Context: an optimization exercise on an open-source flow, tuned for small area and a short achievable clock period. The choices shown serve that exercise and are no tape-out recipe. Power figures rest on the tool's default switching activity, not on a simulated workload.

job 101:
// LU_cache
module LU_cache #(
    parameter CELL_SIZE = 8,
    parameter CELL_COUNT = 128,
    parameter CELL_ADDR_SIZE = 7
)
(
    input clk,
    input reset,
    input [CELL_SIZE - 1:0] data_in,
    input new_data,
    output [CELL_COUNT * CELL_SIZE - 1:0] data_out
);
==> module prefix_or, before the edit <==
module prefix_or #(
    parameter N = 128,
    parameter L = 7     
)(
    input  [N - 1:0] in,
    output [N - 1:0] out
);
wire [(L + 1) * N - 1:0] lvl;
assign lvl[N - 1:0] = in;
genvar l, i;
generate
    for (l = 0; l < L; l = l + 1) begin : level
        for (i = 0; i < N; i = i + 1) begin : bitn
            if ((i >> l) & 1)
                assign lvl[(l + 1) * N + i] = lvl[l * N + i] | lvl[l * N + ((i >> l) << l) - 1];
            else
                assign lvl[(l + 1) * N + i] = lvl[l * N + i];
        end
    end
endgenerate
assign out = {lvl[L * N +: N - 1], 1'b0};
endmodule  
Settings: LEC_CHECK=0, CAP_MARGIN=20, CORE_MARGIN=2, CORE_UTILIZATION=55, CTS_CLUSTER_DIAMETER=60, CTS_CLUSTER_SIZE=30, SETUP_SLACK_MARGIN=3.5, SLEW_MARGIN=20, SYNTH_HIERARCHICAL=1; clock period 7.0 ns.
standard.sh (not shown) runs the stock make flow with config.mk's settings and CLKGATE_MAP_FILE= SYNTH_SCRIPT=/design/flow/synth_recipe.tcl, a recipe that flattens the netlist after the stock synthesis.
==> flow/flow/run.sh <==
#!/bin/bash
# Standard ORFS layout, except that port buffers are buf_1 instead of the
# cell buffer_ports picks by default.
set -euo pipefail
bash standard.sh "BUFFER_PORTS_ARGS=-buffer_cell sky130_fd_sc_hd__buf_1" finish > layout.log 2>&1
Per the final summary, job 101 finished and its layout is clean on timing, DRC and antenna.
Modified inputs, job 102 compared to job 101
--- a/flow/design.v
+++ b/flow/design.v
@@ -13,26 +13,44 @@
     parameter N = 128,
     parameter L = 7     
 )(
     input  [N - 1:0] in,
     output [N - 1:0] out
 );
-wire [(L + 1) * N - 1:0] lvl;
-assign lvl[N - 1:0] = in;
-genvar l, i;
+localparam NG = N / 4;     
+localparam NB = N / 16;    
+wire [N - 1:0]  lg;        
+wire [NG - 1:0] g;         
+wire [NG - 1:0] lb;        
+wire [NB - 1:0] b;         
+wire [NB - 1:0] pb;        
+genvar i;
 generate
-    for (l = 0; l < L; l = l + 1) begin : level
-        for (i = 0; i < N; i = i + 1) begin : bitn
-            if ((i >> l) & 1)
-                assign lvl[(l + 1) * N + i] = lvl[l * N + i] | lvl[l * N + ((i >> l) << l) - 1];
-            else
-                assign lvl[(l + 1) * N + i] = lvl[l * N + i];
+    for (i = 0; i < NG; i = i + 1) begin : grp
+        assign lg[4 * i]     = 1'b0;
+        assign lg[4 * i + 1] = in[4 * i];
+        assign lg[4 * i + 2] = in[4 * i] | in[4 * i + 1];
+        assign lg[4 * i + 3] = in[4 * i] | in[4 * i + 1] | in[4 * i + 2];
+        assign g[i] = |in[4 * i +: 4];
+    end
+    for (i = 0; i < NB; i = i + 1) begin : blk
+        assign lb[4 * i]     = 1'b0;
+        assign lb[4 * i + 1] = g[4 * i];
+        assign lb[4 * i + 2] = g[4 * i] | g[4 * i + 1];
+        assign lb[4 * i + 3] = g[4 * i] | g[4 * i + 1] | g[4 * i + 2];
+        assign b[i] = |g[4 * i +: 4];
+        if (i == 0) begin : first
+            assign pb[i] = 1'b0;
+        end else begin : rest
+            assign pb[i] = |b[i - 1:0];
         end
     end
+    for (i = 0; i < N; i = i + 1) begin : o
+        assign out[i] = pb[i / 16] | lb[i / 4] | lg[i];
+    end
 endgenerate
-assign out = {lvl[L * N +: N - 1], 1'b0};
 endmodule  
 module LU_cache #(
     parameter CELL_SIZE = 8,
     parameter CELL_COUNT = 128,
     parameter CELL_ADDR_SIZE = 7
 )
## What came out
Delta (job 102 minus job 101): count of H-tree levels built during CTS flat; antenna cell count up 1; final wirelength down about 1.2%.
Area: job 102 vs job 101 -> job 102 smaller
When job 102 is measured against job 101, its fmax turns out 0.012 GHz higher.
The leakage component of the power of job 102 is lower than that of job 101.
Compared with job 101, in job 102 minimum setup slack in the final design went up 0.22 ns, fraction of final layout cells with drive strength greater than 1 went down 0.62 points.
Between job 102 and job 101, the difference in die area is negligible.
Job 102 against job 101: part of the cycle the worst path needs went down; routed via count divided by cell count did not really move; net count after synthesis did not really move.
Against job 101, job 102 comes in about 5% lower on number of signal-net inverters in the final layout.
Going from job 101 to job 102, combinational power shrank by a few percent.
No run of this note included a check of the RTL's function; only the layout flow was run.

-- what the ideal ports hide --
The results above use ideal ports. As a check the final layouts listed here were re-extracted and re-timed, cells and wires unchanged. Step 1 (the two cells are an assumption about what drives the block):
set clk [get_ports {clk}]
set_driving_cell -lib_cell sky130_fd_sc_hd__clkbuf_16 $clk
set_driving_cell -lib_cell sky130_fd_sc_hd__buf_2 [delete_from_list [all_inputs] $clk]
Step 2 moves the port delays by t, midway between the first and last clock arrival at a register: inputs arrive t later, outputs are due t later. That takes back most of the time a late clock gives input paths. Three values: no drivers, after step 1, after step 2; two values: the first two.
run | t (ns) | setup slack, ns | worst setup path at the end
job 101 | 0.760 | 2.601 / 2.464 / 1.704 | input to register
job 102 | 0.753 | 2.824 / 2.656 / 1.903 | input to register
After both steps every run listed still meets setup and hold. The setup slack of job 102, which loses most, moves by -0.168 ns with the drivers and by -0.921 ns with both steps.
